This design comes from an exercise in tuning for small area, a short achievable clock period and few clock cycles per item on the open sky130 flow, not from production work.
In this exercise RTL edits were held to simulation tests only and were not proved equivalent to the original.
Power and IR drop assume default switching activity.

## flow/design.v (module list and top-level ports; edited modules follow where they fit)
// module fa_cell: 4 lines
// module mkMACBuff: 4137 lines
module mkMACBuff (
    input  CLK,
    input  RST_N,
    input  EN_mac,
    output RDY_mac,
    input  [15:0] mac_vectA_0,
    input  [15:0] mac_vectB_0,
    input  [15:0] mac_vectA_1,
    input  [15:0] mac_vectB_1,
    input  [15:0] mac_vectA_2,
    input  [15:0] mac_vectB_2,
    input  [15:0] mac_vectA_3,
    input  [15:0] mac_vectB_3,
    output EN_writeMem,
    output [5:0] writeMem_addr,
    output [33:0] writeMem_val,
    input  EN_blockRead,
    output RDY_blockRead,
    output EN_readMem,
    output [5:0] readMem_addr,
    input  [33:0] readMem_val,
    output VALID_memVal,
    output [33:0] memVal_data
);
  // ...
==> flow/run.sh <==
#!/bin/bash
# synth_recipe.tcl (not shown) runs the flow's synth.tcl, then flattens the netlist and writes it again
# the make line also repeats each setting of config.mk as NAME=value (left out here)
make -C /OpenROAD-flow-scripts/flow DESIGN_CONFIG=/design/flow/config.mk WORK_HOME=/design/flow/orfs CLKGATE_MAP_FILE= SYNTH_SCRIPT=/design/flow/synth_recipe.tcl finish
==> flow/config.mk <==
export PLATFORM = sky130hd
export DESIGN_NAME = mkMACBuff
export DESIGN_NICKNAME = mkMACBuff
export VERILOG_FILES = /design/flow/design.v
export SDC_FILE = /design/flow/constraint.sdc
export NUM_CORES = 4
export LEC_CHECK = 0
export CAP_MARGIN = 20
export CORE_MARGIN = 2
export CORE_UTILIZATION = 40
export SLEW_MARGIN = 20
export SYNTH_HIERARCHICAL = 1
export SYNTH_MINIMUM_KEEP_SIZE = 0
==> flow/constraint.sdc <==
create_clock -name core_clock -period 4.5 [get_ports {CLK}]
set_input_delay 0.9000 -clock core_clock [delete_from_list [all_inputs] [get_ports {CLK}]]
set_output_delay 0.9000 -clock core_clock [all_outputs]
set_load 0.01 [all_outputs]
==> run notes, run 1 <==
- Slowest-stage cell, CP: nor4_2
- N_taps: between 1000 and 1500
- Core Area: around 0.10 mm2
- Most common cell in the synthesized netlist: nand2_1
- First-pass GRT wire length: 182000 um
- Starting DRT DRC Count: between 2000 and 2500
- Top layer reached by signal wires: met5
- Crit path from: t3_t2_t1_s1
- Fin. max-slew vios: 0
- WHS: 0.321 ns
- Pwr dens: 677 mW/mm2
- Clk pwr: 0.00711 W
- Post-CTS setup buffer count: 0
- Initial antenna violation count: 3
- Outcome: timing/DRC/antenna clean
- # H-tree levels: 3
- Residual DRC: 0
- Worst slack at placement: approximately 1.4 ns
- Adder-Cell Fraction of Synth Area: 0.476
- Leading cell kind: multi-input gates
- DP Area: around 0.044 mm2
- RePlAce Congestion: 0.932
- Worst Hold End: t2_t1_pp3_15_14
- Final core occ: 0.454
- EDFF count, synth: 0
Testbench counts, summed over its fixed seeds: cycles 14,464, items 12,288.
==> run 2: changes to the inputs <==
--- a/flow/config.mk
+++ b/flow/config.mk
@@ -8,6 +8,7 @@
 export CAP_MARGIN = 20
 export CORE_MARGIN = 2
 export CORE_UTILIZATION = 40
+export SETUP_SLACK_MARGIN = 1.9
 export SLEW_MARGIN = 20
 export SYNTH_HIERARCHICAL = 1
 export SYNTH_MINIMUM_KEEP_SIZE = 0
==> run 2 against run 1 <==
Effect of this change:
- still clean on timing, DRC and antenna
- synthesized cell count did not move
- via count rose by 0.42%
- fmax rose by 19%
- first-iteration DRC count fell by 2.0%
- sequential power barely moved
- critical path type unchanged
==> run notes, run 2 <==
- DR vias: 25500 (was 25400)
- Pwr dens: 676 mW/mm2 (was 677 mW/mm2)
- GRT Total Usage: 0.234 (about the same)
- Port Buffer Count: 182 (unchanged)
- Drt pass-1 iters: 7 (was 6)
- Seq/Total Area, Yosys: 0.350 (unchanged)
- First-pass GRT wire length: 182000 um (about the same)
- Max Buffers Root-to-Sink: 3 (unchanged)
- Die Span X: 327 um (unchanged)
- Die height: 327 um (unchanged)
- Yosys cell types: 59 (unchanged)
- Main synth FF type: dfxtp_1 (unchanged)
- Combinational share of power: 0.442 (was 0.437)
- Total global routing overflow: 0 (unchanged)
- Share of async-settable or async-resettable flops after synthesis: 0.0374 (unchanged)
- Cell Rows: 118 (unchanged)
- Avg Cell Area, Syn: 12.1 um2 (unchanged)
- # H-tree levels: 3 (unchanged)
- Residual DRC: 0 (unchanged)
- Area occupied by multi-input gates: 0.0255 mm2 (was 0.0254 mm2)
- Warnings from Yosys: 7 (unchanged)
- Core Area: 0.103 mm2 (unchanged)
- Max-slew headroom: 0.612 (was 0.243)
- Initial antenna violation count: 3 (unchanged)
- Least-Margin Pin Slew: 0.581 ns (was 1.13 ns)
- Outcome: timing/DRC/antenna clean (unchanged)
- DIE AREA: 0.107 mm2 (unchanged)
- IO Count: 251 (unchanged)
- Worst slack at placement: 1.38 ns (unchanged)
- Clock Skews: 0.0439 ns (was 0.0423 ns)
- Routed Antenna Nets: 0 (unchanged)
- Skew-Pair Late Insertion Delay: 0.67 ns (about the same)
- Leakage: 17.6 nW (about the same)
- R2R depth: 4 (was 10)
- CP Capture Type: flip-flop (unchanged)
- Synth top area share: 0.462 (unchanged)
- RePlAce Congestion: 0.932 (unchanged)
- Hold Buf Count CTS: 0 (unchanged)
- Starting DRT DRC Count: 2305 (was 2353)
- Hold Path Class: flip-flop to flip-flop (unchanged)
- Diodes inserted: 0 (was 1)
- Max-Cap Viols: 0 (unchanged)
- Top post-synthesis cells by area: fa_1 46%, dfxtp_1 33%, nand2_1 9.5% (unchanged)
- Post-route worst setup slack: 1.87 ns (was 1.38 ns)
- Switch Pwr: 0.0123 W (was 0.0121 W)
- Filler cells: 9216 (was 9260)
- Most common cell after layout, fill and taps aside: nand2_1 (unchanged)
- Pin count of the biggest net entering global routing: 28 (unchanged)
- TNS Setup: 0 ns (unchanged)
- Fmax: 381 MHz (was 320 MHz)
- Most common cell in the synthesized netlist: nand2_1 (unchanged)
- Post-DP HPWL: 94300 um (unchanged)
- Biggest register: res (unchanged)
- Synth Register Bits: 722 (unchanged)
- Reg2Reg Setup Slack: 1.87 ns (was 1.38 ns)
- Clk Tree Root Cell: clkbuf_16 (unchanged)
- Hold Fails Final Rpt: 0 (unchanged)
- Area of the mapped netlist: 0.0417 mm2 (unchanged)
- Syn_nets: 4613 (unchanged)
- Switching part of the total: 0.383 (was 0.382)
- Via density: 5.24 (was 5.21)
- Crit path DAT: 3.14 ns (was 3.64 ns)
- Area grow syn2layout: 13.7% (was 12.7%)
- Synth Instances: 3437 (unchanged)
- Pint: 0.0198 W (was 0.0196 W)
- Clock transition at path regs: 0.06 ns (about the same)
- Clock Sinks: 722 (unchanged)
- Final core occ: 0.458 (was 0.454)
- Sequential power share: 0.336 (was 0.339)
- Area of all sequential standard cells: 0.0149 mm2 (was 0.0146 mm2)
- Cell taking the most area after synthesis: fa_1 (unchanged)
- Num CTS Buffers: 81 (unchanged)
- Vias in the first global route: 28100 (was 28200)
- Setup CP Type: flip-flop to flip-flop (unchanged)
- EDFF count, synth: 0 (unchanged)
- Nets: 4598 (was 4596)
- Top cells by count, synth: 1050 x nand2_1, 961 x fa_1, 695 x dfxtp_1 (unchanged)
- Routed len/inst: 25.3 um (was 25.2 um)
- Fin. max-slew vios: 0 (unchanged)
- Effective utilization at floorplan: 0.403 (unchanged)
- DP Area: 0.0441 mm2 (unchanged)
- Critical path data required time: 5.01 ns (about the same)
- Largest register FFs: 34 (unchanged)
- Most frequent cells in the layout: 1050 x nand2_1, 961 x fa_1, 570 x dfxtp_1 (was 1050 x nand2_1, 961 x fa_1, 695 x dfxtp_1)
- CTS tree: built (unchanged)
- Startpoint types: flip-flop (unchanged)
- Final Setup Violations: 0 (unchanged)
- Crit share post-route: 0.584 (was 0.694)
- WHS Path Cells: 0 (unchanged)
- Final Instance Area: 0.0474 mm2 (was 0.0470 mm2)
- Share of cells above drive strength 1: 0.0890 (was 0.0479)
- Final min period: 2.63 ns (was 3.12 ns)
- Max VDD drop: 0.317 mV (was 0.321 mV)
- Unrepaired setup endpoints after global routing: true (was false)
- Critical Path Fanout Max: 16 (was 4)
- Routed Wire Length: 123000 um (about the same)
- Clock Power Share: 0.222 (was 0.224)
run 2: final cells by class:
type                       instances  share of cell area
sequential                       722               0.314
tap                             1380              0.0364
multi-input combinational       2290               0.538
timing repair buffer             203              0.0420
clock buffer                     107              0.0492
inverter                         124             0.00982
clock inverter                    39              0.0111
run 2: repair_timing:
item	4_1_cts	5_1_grt
setup endpoints to repair	306	67
buffers inserted	1	1
endpoints found under the hold margin	0	0
pin swaps	1	4
cloned	0	0
gates resized for setup	141	63
run 2: path summary, 6_finish.rpt:
check	start	endpoint
worst min register to register	t1_pp3_15_14	t2_t1_pp3_15_14
worst min-delay path	t1_pp3_15_14	t2_t1_pp3_15_14
worst max-delay path	b0_r[13]	t1_c1204
max in group asynchronous	RST_N	rdy
worst max register to register	b0_r[13]	t1_c1204
min in group asynchronous	RST_N	wr_addr[5]
run 2: Yosys stat by module, one instance, submodules excluded:
module | cells | flops+latches | area (um2)
mkMACBuff | 2476 | 722 | 22400
fa_cell | 1 | 0 | 20.0
run 2: power groups by stage:
stage | clock network, W | registers [W] | logic (W)
after floorplan | 0 | 0.0102 | 0.00878
after global placement | 0 | 0.0108 | 0.0136
after detailed placement | 0 | 0.0109 | 0.0139
after CTS | 0.00725 | 0.0108 | 0.0141
after global routing | 0.00750 | 0.0110 | 0.0161
final | 0.00712 | 0.0108 | 0.0141
run 2: worst max-delay path, stage by stage (launching register included):
cell,delay (ns)
dfxtp_2,0.64
nand2_1,0.15
fa_1,0.74
fa_1,0.50
fa_1,0.45
run 2: layer usage:
layer  up-vias  GRT usage  part of all wire
met4         2     0.0872             0.036
met3       353     0.0956              0.14
li1      10200          -                 -
met5         -          0           0.00011
met1     13300      0.308              0.40
met2      1617      0.347              0.43
run 2: metrics by stage:
| step | power, W | cells | hold slack (ns) |
|---|---|---|---|
| 6_report | 0.0320 | 4865 | 0.322 |
| 5_1_grt | 0.0346 | 4865 | 0.325 |
| 4_1_cts | 0.0321 | 4864 | 0.321 |
| 3_5_place_dp | 0.0248 | 4717 | 0.312 |
| 3_3_place_gp | 0.0245 | 4717 | 0.312 |
| 2_1_floorplan | 0.0189 | 3437 | 0.310 |
run 2: kinds of logic (layout without fill, tap and decap cells):
kind of cell    Yosys count  count (layout)  share of synthesized area
compound gates           99              99                     0.0157
fa+ha+maj              1010            1010                      0.476
flops                   722             722                      0.350
buf+inv                 425             473                     0.0414
simple gates           1132            1132                      0.106
xor+xnor                 44              44                    0.00925
mux                       5               5                    0.00126
==> run 3: changes to the inputs <==
--- a/flow/config.mk
+++ b/flow/config.mk
@@ -8,7 +8,7 @@
 export CAP_MARGIN = 20
 export CORE_MARGIN = 2
 export CORE_UTILIZATION = 40
-export SETUP_SLACK_MARGIN = 1.9
+export SETUP_SLACK_MARGIN = 2.1
 export SLEW_MARGIN = 20
 export SYNTH_HIERARCHICAL = 1
 export SYNTH_MINIMUM_KEEP_SIZE = 0
==> run 3 against run 2 <==
Effect of this change:
- still clean on timing, DRC and antenna
- final cell count grew 3.7%
- sequential share of layout area shrank 1.3 points
- clock-buffer cell count grew 3
- via count grew 5.0%
- routed wire length grew 9.7%
- non-clock buffer count grew 185
- hold slack lost 0.079 ns
==> run notes, run 3 <==
- Startpoint types: flip-flop (unchanged)
- Warnings from Yosys: 7 (unchanged)
- Pint: 0.0197 W (was 0.0198 W)
- Via density: 5.30 (was 5.24)
- Pwr Total: 0.0322 W (was 0.0320 W)
- Top post-synthesis cells by area: fa_1 46%, dfxtp_1 33%, nand2_1 9.5% (unchanged)
- Clock Power Share: 0.210 (was 0.222)
- Leakage: 19.0 nW (was 17.6 nW)
- Area occupied by multi-input gates: 0.0258 mm2 (was 0.0255 mm2)
- Share of cells above drive strength 1: 0.150 (was 0.0890)
- Fmax: 409 MHz (was 381 MHz)
- Routed Antenna Nets: 0 (unchanged)
- # H-tree levels: 3 (unchanged)
- Final Setup Violations: 0 (unchanged)
- Most frequent cells in the layout: 1050 x nand2_1, 934 x fa_1, 568 x dfxtp_1 (was 1050 x nand2_1, 961 x fa_1, 570 x dfxtp_1)
- Critical Path Fanout Max: 16 (unchanged)
- Cell taking the most area after synthesis: fa_1 (unchanged)
- Most common cell in the synthesized netlist: nand2_1 (unchanged)
- Effective utilization at floorplan: 0.403 (unchanged)
- Largest register FFs: 34 (unchanged)
- Starting DRT DRC Count: 2587 (was 2305)
- R2R depth: 4 (unchanged)
- Share of async-settable or async-resettable flops after synthesis: 0.0374 (unchanged)
- Max-slew headroom: 0.639 (was 0.612)
- Area grow syn2layout: 20.1% (was 13.7%)
- Crit path DAT: 2.96 ns (was 3.14 ns)
- Hold Fails Final Rpt: 0 (unchanged)
- GRT Total Usage: 0.242 (was 0.234)
- Critical path data required time: 5.01 ns (about the same)
- Least-Margin Pin Slew: 0.541 ns (was 0.581 ns)
- Switching part of the total: 0.388 (was 0.383)
- CP Capture Type: flip-flop (unchanged)
- Clock Skews: 0.0403 ns (was 0.0439 ns)
- Biggest register: res (unchanged)
- Avg Cell Area, Syn: 12.1 um2 (unchanged)
- EDFF count, synth: 0 (unchanged)
- Most common cell after layout, fill and taps aside: nand2_1 (unchanged)
- DIE AREA: 0.107 mm2 (unchanged)
- Initial antenna violation count: 7 (was 3)
- Die height: 327 um (unchanged)
- Setup CP Type: flip-flop to flip-flop (unchanged)
- Routed Wire Length: 135000 um (was 123000 um)
- Sequential power share: 0.329 (was 0.336)
- Area of the mapped netlist: 0.0417 mm2 (unchanged)
- Seq/Total Area, Yosys: 0.350 (unchanged)
- Worst R2R Start: b0_r[11] (was b0_r[13])
- Syn_nets: 4613 (unchanged)
- Clk Tree Root Cell: clkbuf_16 (unchanged)
- Unrepaired setup endpoints after global routing: true (unchanged)
- Main synth FF type: dfxtp_1 (unchanged)
- Worst r2r dst: t1_s1271 (was t1_c1204)
- Port Buffer Count: 182 (unchanged)
- Pwr dens: 644 mW/mm2 (was 676 mW/mm2)
- Hold Buf Count CTS: 0 (unchanged)
- Fin. max-slew vios: 0 (unchanged)
- Area of all sequential standard cells: 0.0151 mm2 (was 0.0149 mm2)
- Clock transition at path regs: 0.06 ns (about the same)
- Clock Sinks: 722 (unchanged)
- Num CTS Buffers: 81 (unchanged)
- Die Span X: 327 um (unchanged)
- Yosys cell types: 59 (unchanged)
- Switch Pwr: 0.0125 W (was 0.0123 W)
- Synth top area share: 0.462 (unchanged)
- Residual DRC: 0 (unchanged)
- Final min period: 2.45 ns (was 2.63 ns)
- DR vias: 26700 (was 25500)
- Synth Register Bits: 722 (unchanged)
- Nets: 4783 (was 4598)
- Cell Rows: 118 (unchanged)
- First-pass GRT wire length: 188000 um (was 182000 um)
- Total global routing overflow: 0 (unchanged)
- Drt pass-1 iters: 6 (was 7)
- Post-DP HPWL: 96200 um (was 94300 um)
- Outcome: timing/DRC/antenna clean (unchanged)
- TNS Setup: 0 ns (unchanged)
- Synth Instances: 3437 (unchanged)
- Combinational share of power: 0.461 (was 0.442)
- Critical Path End: t1_s1271 (was t1_c1204)
- Skew-Pair Late Insertion Delay: 0.66 ns (was 0.67 ns)
- Hold Path Class: input pin to async pin (was flip-flop to flip-flop)
- IO Count: 251 (unchanged)
- Vias in the first global route: 28200 (was 28100)
- Crit path from: b0_r[11] (was b0_r[13])
- Max Buffers Root-to-Sink: 3 (unchanged)
- RePlAce Congestion: 0.955 (was 0.932)
- Filler cells: 8950 (was 9216)
- Max-Cap Viols: 0 (unchanged)
- Pin count of the biggest net entering global routing: 26 (was 28)
- Top cells by count, synth: 1050 x nand2_1, 961 x fa_1, 695 x dfxtp_1 (unchanged)
- Crit share post-route: 0.544 (was 0.584)
- CTS tree: built (unchanged)
- Core Area: 0.103 mm2 (unchanged)
- Max VDD drop: 0.310 mV (was 0.317 mV)
- Routed len/inst: 26.8 um (was 25.3 um)
- Reg2Reg Setup Slack: 2.05 ns (was 1.87 ns)
## run 3: cell types whose count changed in the layout (fill, tap and decap cells not counted), sizes merged
cell | previous run | this run
buf | 21 | 204
bufinv | 11 | 6
clkbuf | 107 | 113
clkdlybuf4s50 | 181 | 130
clkinv | 14 | 15
clkinvlp | 5 | 3
diode | 0 | 1
dlygate4sd2 | 1 | 51
inv | 133 | 130
## run 3: final cells by class
class / count / share of cell area
Multi-Input combinational cell: 2290 / 0.515
Inverter: 124 / 0.00930
Sequential cell: 722 / 0.301
Antenna cell: 1 / 0.0000500
Timing Repair Buffer: 388 / 0.0873
Clock buffer: 110 / 0.0467
Clock inverter: 30 / 0.00670
Tap cell: 1380 / 0.0345
## run 3: worst min-delay path by stage
stage	startpoint	end	cells past startpoint
detailed placement	t1_pp3_15_14	t2_t1_pp3_15_14	0
global route	RST_N	vpipe[4]	1
global placement	t2_t1_pp3_0_0	t3_t2_t1_pp3_0_0	0
finish	RST_N	vpipe[4]	1
floorplan	t1_c1104	t2_t1_c1104	0
CTS	t1_pp3_15_14	t2_t1_pp3_15_14	0
## run 3: per-stage QoR
stage	hold WS, ns	instances	cell area [um2]	setup WS [ns]	utilization
2_1_floorplan	0.310	3437	41800	2.08	-
3_3_place_gp	0.311	4726	44200	1.44	0.427
3_5_place_dp	0.312	4726	44200	1.45	0.427
4_1_cts	0.326	4920	48100	2.02	0.465
5_1_grt	0.272	5044	50100	1.98	0.484
6_report	0.243	5045	50100	2.05	0.484
## run 3: cells by family (layout without fill, tap and decap cells)
family	Yosys count	after routing	synth area share
AOI/OAI and AO/OA	99	99	0.0157
xor gates and xnor gates	44	44	0.00925
adders and majority gates	1010	1010	0.476
buffers and inverters	425	652	0.0414
DFF	722	722	0.350
muxes	5	5	0.00126
other	0	1	0
and+or+nand+nor	1132	1132	0.106
## run 3: Yosys stat by module, one instance, submodules excluded
module	area [um2]	times used
mkMACBuff	22400	1
fa_cell	20.0	961
## run 3: worst max-delay path, cell delays in order, from the launching register on
cell and delay, ns:
dfxtp_4 0.52, nand2_1 0.14, fa_1 0.52, fa_1 0.67
fa_1 0.44
## run 3: power by group through the flow
| stage | combinational [W] | sequential [W] | clock (W) |
|---|---|---|---|
| after floorplan | 0.00880 | 0.0102 | 0 |
| after CTS | 0.0141 | 0.0107 | 0.00687 |
| final | 0.0149 | 0.0106 | 0.00677 |
| after global routing | 0.0167 | 0.0108 | 0.00715 |
| after detailed placement | 0.0138 | 0.0109 | 0 |
| after global placement | 0.0135 | 0.0109 | 0 |
## run 3: per-layer routing
metal / wire (um) / GRT usage
met1: 50500 / 0.320
met2: 58200 / 0.360
met3: 19200 / 0.0942
met5: 64 / 0
met4: 7110 / 0.0908
## run 3: what timing repair did
action,in CTS,in global routing
gates resized for setup,343,71
gates cloned,0,1
setup endpoints to repair,368,102
buffers inserted,54,123
endpoints found under the hold margin,0,0
pin swaps,10,24
==> run 4: changes to the inputs <==
--- a/flow/config.mk
+++ b/flow/config.mk
@@ -8,7 +8,8 @@
 export CAP_MARGIN = 20
 export CORE_MARGIN = 2
 export CORE_UTILIZATION = 40
-export SETUP_SLACK_MARGIN = 2.1
+export SETUP_SLACK_MARGIN = 2.2
 export SLEW_MARGIN = 20
 export SYNTH_HIERARCHICAL = 1
 export SYNTH_MINIMUM_KEEP_SIZE = 0
+export TNS_END_PERCENT = 10
==> run 4 against run 3 <==
Effect of this change:
- fmax is 2.4% lower
- highest routed layer unchanged
- still clean
- die area stayed put
- power is 3.1% higher
- hold slack worse by 0.030 ns
- routed wire length is 3.8% higher
- sequential power hardly changed
- critical path depth is 1 higher
- register-to-register slack worse by 0.06 ns
==> run notes, run 4 <==
- Setup CP Type: flip-flop to flip-flop (unchanged)
- Hold Fails Final Rpt: 0 (unchanged)
- Via density: 5.29 (was 5.30)
- Area grow syn2layout: 24.7% (was 20.1%)
- Layout Cells excl Fill: 5164 (was 5045)
- Skew-Pair Late Insertion Delay: 0.69 ns (was 0.66 ns)
- EDFF count, synth: 0 (unchanged)
- Clock Skews: 0.0409 ns (was 0.0403 ns)
- Seq/Total Area, Yosys: 0.350 (unchanged)
- Synth Register Bits: 722 (unchanged)
- Synth top area share: 0.462 (unchanged)
- Max-Cap Viols: 0 (unchanged)
- Cell Rows: 118 (unchanged)
- Port Buffer Count: 182 (unchanged)
- CP Capture Type: flip-flop (unchanged)
- Critical Path Fanout Max: 7 (was 16)
- Critical path data required time: 5.05 ns (was 5.01 ns)
- Main synth FF type: dfxtp_1 (unchanged)
- Max-slew headroom: 0.632 (was 0.639)
- Area of all sequential standard cells: 0.0151 mm2 (about the same)
- Vias in the first global route: 29800 (was 28200)
- DP Cell Count: 4724 (was 4726)
- Clock transition at path regs: 0.06 ns (about the same)
- Share of cells above drive strength 1: 0.178 (was 0.150)
- Final Setup Violations: 0 (unchanged)
- Max Buffers Root-to-Sink: 3 (unchanged)
- Routed Antenna Nets: 0 (unchanged)
- Initial antenna violation count: 6 (was 7)
- Most common cell in the synthesized netlist: nand2_1 (unchanged)
- Die Span X: 327 um (unchanged)
- DIE AREA: 0.107 mm2 (unchanged)
- Most common cell after layout, fill and taps aside: nand2_1 (unchanged)
- Routed wl met3: 18500 um (was 19200 um)
- Crit path DAT: 3.06 ns (was 2.96 ns)
- Max VDD drop: 0.358 mV (was 0.310 mV)
- Effective utilization at floorplan: 0.403 (unchanged)
- IO Count: 251 (unchanged)
- Avg Cell Area, Syn: 12.1 um2 (unchanged)
- Core Area: 0.103 mm2 (unchanged)
- TNS Setup: 0 ns (unchanged)
- Residual DRC: 0 (unchanged)
- Fmax: 399 MHz (was 409 MHz)
- GRT Total Usage: 0.265 (was 0.242)
- Area of the mapped netlist: 0.0417 mm2 (unchanged)
- Top post-synthesis cells by area: fa_1 46%, dfxtp_1 33%, nand2_1 9.5% (unchanged)
- Yosys cell types: 59 (unchanged)
- Final min period: 2.51 ns (was 2.45 ns)
- Top layer reached by signal wires: met5 (unchanged)
- CTS tree: built (unchanged)
- Startpoint types: flip-flop (unchanged)
- Hold Path Class: input pin to async pin (unchanged)
- First-pass GRT wire length: 202000 um (was 188000 um)
- Least-Margin Pin Slew: 0.552 ns (was 0.541 ns)
- Synth Instances: 3437 (unchanged)
- Routed len/inst: 27.1 um (was 26.8 um)
- Most frequent cells in the layout: 1046 x nand2_1, 941 x fa_1, 567 x dfxtp_1 (was 1050 x nand2_1, 934 x fa_1, 568 x dfxtp_1)
- Starting DRT DRC Count: 2696 (was 2587)
- Routed Wire Length: 140000 um (was 135000 um)
- Outcome: timing/DRC/antenna clean (unchanged)
- # H-tree levels: 3 (unchanged)
- RePlAce Congestion: 0.926 (was 0.955)
- Largest register FFs: 34 (unchanged)
- Share of async-settable or async-resettable flops after synthesis: 0.0374 (unchanged)
- Fin. max-slew vios: 0 (unchanged)
- Nets: 4893 (was 4783)
- Post-DP HPWL: 95300 um (was 96200 um)
- Pin count of the biggest net entering global routing: 26 (unchanged)
- Cell taking the most area after synthesis: fa_1 (unchanged)
- Hold Buf Count CTS: 0 (unchanged)
- Area occupied by multi-input gates: 0.0259 mm2 (was 0.0258 mm2)
- Leakage: 20.0 nW (was 19.0 nW)
- Die height: 327 um (unchanged)
- Filler cells: 8711 (was 8950)
- Drt pass-1 iters: 6 (unchanged)
- Num CTS Buffers: 82 (was 81)
- DR WL met2: 60300 um (was 58200 um)
- Pwr dens: 640 mW/mm2 (was 644 mW/mm2)
- Clk Tree Root Cell: clkbuf_16 (unchanged)
- DR vias: 27300 (was 26700)
- Total global routing overflow: 0 (unchanged)
- Diodes inserted: 0 (was 1)
- Warnings from Yosys: 7 (unchanged)
- Crit share post-route: 0.557 (was 0.544)
- Syn_nets: 4613 (unchanged)
- Biggest register: res (unchanged)
- Unrepaired setup endpoints after global routing: true (unchanged)
- Top cells by count, synth: 1050 x nand2_1, 961 x fa_1, 695 x dfxtp_1 (unchanged)
- Clock Sinks: 722 (unchanged)
- M1 WL: 52100 um (was 50500 um)
## run 4: layout make-up
class	instances	area share
clock inverter	35	0.0101
tap	1380	0.0332
clock buffer	116	0.0469
inverter	124	0.00896
multi-input combinational	2290	0.498
timing repair buffer	497	0.113
sequential	722	0.290
## run 4: kinds of logic (layout without fill, tap and decap cells)
kind of cell,after synthesis,count (layout),synth area share
AND/OR/NAND/NOR,1132,1132,0.106
adder cells (fa/ha/maj),1010,1010,0.476
flip-flops,722,722,0.350
buffers and inverters,425,772,0.0414
AO/OA/AOI/OAI,99,99,0.0157
XOR/XNOR,44,44,0.00925
multiplexers,5,5,0.00126
## run 4: final timing paths
| check | start | slack (ns) | endpoint | cells after the start |
|---|---|---|---|---|
| max | a0_r[3] | 1.99 | t1_s1263 | 5 |
| min | RST_N | 0.21 | ren | 1 |
| max reg2reg | a0_r[3] | 1.99 | t1_s1263 | 5 |
| min reg2reg | t1_s1391 | 0.32 | t2_t1_s1391 | 0 |
| max in group asynchronous | RST_N | 3.83 | rd_addr[2] | 2 |
| min in group core_clock | t1_s1391 | 0.32 | t2_t1_s1391 | 0 |
## run 4: Yosys stat by module (local to each module, per instance)
module,cell area (um2),cells,times used
fa_cell,20.0,1,961
mkMACBuff,22400,2476,1
## run 4: layer usage
layer  global-route usage  up-vias
met3               0.0961      561
met1                0.337    14000
li1                     -    10800
met4                0.142        8
met5                    0        -
met2                0.397     1923
## run 4: stage by stage
stage	setup WS [ns]	cell area (um2)	hold slack (ns)	total power, W	util
floorplan	2.17	42300	0.310	0.0190	-
global placement	1.51	44200	0.311	0.0243	0.427
detailed placement	1.50	44200	0.312	0.0247	0.427
CTS	1.97	51600	0.322	0.0329	0.498
global route	1.99	52000	0.219	0.0358	0.502
finish	1.99	52000	0.213	0.0332	0.502
## run 4: report_power, final
group	internal, W	switching [W]	total, W
Sequential	0.00904	0.00155	0.0106
Combinational	0.00705	0.00830	0.0153
Clock	0.00443	0.00288	0.00730
## run 4: what timing repair did
| action | CTS | global route |
|---|---|---|
| setup endpoints to repair | 375 | 272 |
| pin swaps | 39 | 16 |
| gates cloned | 3 | 0 |
| setup buffers | 275 | 11 |
| gates resized for setup | 365 | 74 |
## run 4: critical path, cell delays in order (launching register included)
cell and delay, ns:
dfxtp_4 0.40, buf_4 0.19, nand2_1 0.11, fa_1 0.53, fa_1 0.64, fa_1 0.51
==> run 5: changes to the inputs <==
--- a/flow/config.mk
+++ b/flow/config.mk
@@ -7,7 +7,7 @@
 export LEC_CHECK = 0
 export CAP_MARGIN = 20
 export CORE_MARGIN = 2
-export CORE_UTILIZATION = 40
+export CORE_UTILIZATION = 60
 export SETUP_SLACK_MARGIN = 2.2
 export SLEW_MARGIN = 20
 export SYNTH_HIERARCHICAL = 1
==> run 5 against run 4 <==
Effect of this change:
- clock skew decreased by 0.012 ns
- via count increased by 2.7%
- sequential share of layout area increased by 0.097 points
- synthesized cell count unchanged
- critical path depth increased by 3
- final cell count decreased by 7.7%
- critical path type unchanged
- die area decreased by 33%
- register-to-register slack about the same
==> run notes, run 5 <==
- Avg Cell Area, Syn: 12.1 um2 (unchanged)
- Startpoint types: flip-flop (unchanged)
- Least-Margin Pin Slew: 0.601 ns (was 0.552 ns)
- DIE AREA: 0.0716 mm2 (was 0.107 mm2)
- Yosys cell types: 59 (unchanged)
- Share of async-settable or async-resettable flops after synthesis: 0.0374 (unchanged)
- Routed len/inst: 29.5 um (was 27.1 um)
- Vias in the first global route: 30100 (was 29800)
- Nets: 4951 (was 4893)
- TNS Setup: 0 ns (unchanged)
- Top cells by count, synth: 1050 x nand2_1, 961 x fa_1, 695 x dfxtp_1 (unchanged)
- Hold Buf Count CTS: 0 (unchanged)
- Worst path cell trace: buf_12 > buf_12 > clkbuf_4 > buf_4 > nand2_2 > fa_1 > fa_1 > fa_1 (was buf_4 > nand2_1 > fa_1 > fa_1 > fa_1)
- Fmax: 396 MHz (was 399 MHz)
- # H-tree levels: 3 (unchanged)
- Biggest register: res (unchanged)
- Area grow syn2layout: 24.3% (was 24.7%)
- Seq/Total Area, Yosys: 0.350 (unchanged)
- Post-DP HPWL: 96900 um (was 95300 um)
- Largest register FFs: 34 (unchanged)
- Worst r2r dst: t1_s1153 (was t1_s1263)
- Drt pass-1 iters: 8 (was 6)
- DP Area: 0.0435 mm2 (was 0.0442 mm2)
- Clock Skews: 0.0285 ns (was 0.0409 ns)
- IO Count: 251 (unchanged)
- Core Area: 0.0687 mm2 (was 0.103 mm2)
- Residual DRC: 0 (unchanged)
- Setup CP Type: flip-flop to flip-flop (unchanged)
- Final min period: 2.52 ns (was 2.51 ns)
- Final Setup Violations: 0 (unchanged)
- Critical path data required time: 5.01 ns (was 5.05 ns)
- Max VDD drop: 0.426 mV (was 0.358 mV)
- Fin. max-slew vios: 0 (unchanged)
- CP Capture Type: flip-flop (unchanged)
- Complex-gate fraction of the synthesized area: 0.0157 (unchanged)
- R2R depth: 8 (was 5)
- Routed Antenna Nets: 0 (unchanged)
- Mux cell area share after synthesis: 0.00126 (unchanged)
- Max-slew headroom: 0.599 (was 0.632)
- Initial antenna violation count: 8 (was 6)
- Cell taking the most area after synthesis: fa_1 (unchanged)
- Synth Register Bits: 722 (unchanged)
- Share of cells above drive strength 1: 0.211 (was 0.178)
- Leakage: 20.0 nW (about the same)
- Total global routing overflow: 0 (unchanged)
- Syn_nets: 4613 (unchanged)
- Reg2Reg Setup Slack: 1.98 ns (was 1.99 ns)
- Worst R2R Start: a2_r[1] (was a0_r[3])
- Die height: 268 um (was 327 um)
- Hold Fails Final Rpt: 0 (unchanged)
- Slowest-stage cell, CP: fa_1 (unchanged)
- Synth top area share: 0.462 (unchanged)
- Hold Path Class: input pin to async pin (unchanged)
- Most common cell in the synthesized netlist: nand2_1 (unchanged)
- Effective utilization at floorplan: 0.607 (was 0.403)
- Num CTS Buffers: 77 (was 82)
- Clock Sinks: 722 (unchanged)
- Max Buffers Root-to-Sink: 3 (unchanged)
- Adder-Cell Fraction of Synth Area: 0.476 (unchanged)
- Synth Area in XOR/XNOR: 0.00925 (unchanged)
- Crit path DAT: 3.03 ns (was 3.06 ns)
- Final Instance Area: 0.0518 mm2 (was 0.0520 mm2)
- Most used cell, CP: fa_1 (unchanged)
- Area of the mapped netlist: 0.0417 mm2 (unchanged)
- Clock transition at path regs: 0.06 ns (about the same)
- RePlAce Congestion: 1.00 (was 0.926)
- Routed Wire Length: 140000 um (about the same)
- Pin count of the biggest net entering global routing: 28 (was 26)
- Port Buffer Count: 182 (unchanged)
- Warnings from Yosys: 7 (unchanged)
- Buf/Inv on CP: 4 (was 1)
- Clk Tree Root Cell: clkbuf_16 (unchanged)
- CP max stage delay: 0.50 ns (was 0.64 ns)
- Unrepaired setup endpoints after global routing: true (unchanged)
- DR vias: 28000 (was 27300)
- Cell Rows: 96 (was 118)
- Most frequent cells in the layout: 1009 x nand2_1, 879 x fa_1, 567 x dfxtp_1 (was 1046 x nand2_1, 941 x fa_1, 567 x dfxtp_1)
- Simple-gate share of the synthesized area: 0.106 (unchanged)
- EDFF count, synth: 0 (unchanged)
- Pwr Total: 0.0330 W (was 0.0332 W)
- Most common cell after layout, fill and taps aside: nand2_1 (unchanged)
- First-pass GRT wire length: 199000 um (was 202000 um)
- Critical Path Fanout Max: 7 (unchanged)
- Main synth FF type: dfxtp_1 (unchanged)
- Die Span X: 268 um (was 327 um)
- Crit share post-route: 0.561 (was 0.557)
- Synth Instances: 3437 (unchanged)
- Pwr dens: 638 mW/mm2 (was 640 mW/mm2)
- Outcome: timing/DRC/antenna clean (unchanged)
- Top post-synthesis cells by area: fa_1 46%, dfxtp_1 33%, nand2_1 9.5% (unchanged)
- CTS tree: built (unchanged)
- Starting DRT DRC Count: 3244 (was 2696)
- Skew-Pair Late Insertion Delay: 0.64 ns (was 0.69 ns)
- Main combinational cell family by area after synthesis: adder cells (unchanged)
- GRT Total Usage: 0.398 (was 0.265)
- Largest delay contributor family on the critical path: adder cells (unchanged)
- Max-Cap Viols: 0 (unchanged)
- Via density: 5.89 (was 5.29)
## run 5: changes by cell type in the layout (fill, tap and decap cells not counted), sizes merged
| cell | delta |
|---|---|
| inv | -1 |
| bufbuf | -1 |
| dlymetal6s2s | -9 |
| buf | +63 |
| clkdlybuf4s50 | +17 |
| diode | +2 |
| clkbuf | -13 |
| bufinv | -2 |
| dlygate4sd2 | -8 |
| clkinvlp | +1 |
## run 5: per-stage QoR
step                hold WS (ns)  utilization  setup WS [ns]  cells
finish                     0.279        0.754           1.98   4764
global route               0.305        0.754           1.94   4762
CTS                        0.272        0.736           1.97   4703
detailed placement         0.314        0.633           1.50   4260
global placement           0.313        0.633           1.50   4260
floorplan                  0.310            -           2.17   3437
## run 5: area by class of cell
cell class                 instances  area (um2)
clock inverter                    33         485
antenna                            2        5.00
multi-input combinational       2290       26100
clock buffer                     102        2140
inverter                         124         465
sequential                       722       15100
tap                              931        1160
fill                            4316       16900
timing repair buffer             560        6320
## run 5: modules after synthesis (local to each module, per instance)
module | copies in the design | cells inside | cell area [um2]
fa_cell | 961 | 1 | 20.0
mkMACBuff | 1 | 2476 | 22400
## run 5: power by group
| group | internal [W] | switching, W | total (W) | leakage [nW] |
|---|---|---|---|---|
| registers | 0.00904 | 0.00152 | 0.0106 | 6.21 |
| logic | 0.00729 | 0.00859 | 0.0159 | 12.6 |
| clock network | 0.00390 | 0.00271 | 0.00661 | 1.28 |
| total | 0.0202 | 0.0128 | 0.0330 | 20.0 |
## run 5: per-layer routing
metal  GRT usage  vias to the layer above  wire, um
met3       0.198                      528     23600
met5           0                        -        40
met4       0.146                        8      7450
li1            -                    10900         -
met1       0.532                    14200     51400
met2       0.562                     2316     58000
## run 5: repair_timing
action / in CTS / in global routing
buffers inserted: 308 / 59
pin swaps: 80 / 74
gates resized for setup: 416 / 165
gates cloned: 0 / 0
setup endpoints to repair: 368 / 292
## run 5: worst max path at each step
stage                     startpoint               end  slack [ns]  cells after the start
after floorplan              b3_r[5]          t1_s1125        2.17                      6
after global placement       b3_r[5]          t1_s1245        1.50                      4
after detailed placement     b3_r[5]          t1_s1245        1.50                      4
after CTS                 wr_addr[3]  writeMem_addr[3]        1.97                      1
after global routing        t3_c1898           res[28]        1.94                     11
final                        a2_r[1]          t1_s1153        1.98                      8
## run 5: logic make-up after synthesis
group / count (synthesis)
buffers and inverters: 425
and+or+nand+nor: 1132
muxes: 5
AOI/OAI and AO/OA: 99
DFF: 722
adders and majority gates: 1010
xor gates and xnor gates: 44

==> re-timing with driven ports <==
The results above use ideal ports. As a check the final layouts listed here were re-extracted and re-timed, cells and wires unchanged. Step 1 sets driving cells, clkbuf_16 on the clock port and buf_2 on the other inputs (assumed; they add their load-dependent delay and slew). Step 2 moves the port delays by t, midway between the first and last clock arrival at a register: inputs arrive t later, outputs are due t later. That takes back most of the time a late clock gives input paths. Slacks: no drivers / after step 1 / after step 2; pairs: no drivers / after step 1.
| run | t, ns | setup slack, ns | worst data-port slew with drivers (ns) |
|---|---|---|---|
| run 1 | 0.704 | 1.379 / 1.379 / 1.379 | 0.07 |
| run 2 | 0.704 | 1.873 / 1.873 / 1.873 | 0.07 |
| run 3 | 0.709 | 2.053 / 2.053 / 2.053 | 0.07 |
| run 4 | 0.744 | 1.992 / 1.992 / 1.992 | 0.08 |
| run 5 | 0.699 | 1.978 / 1.978 / 1.978 | 0.11 |
After both steps every run listed still meets setup and hold.
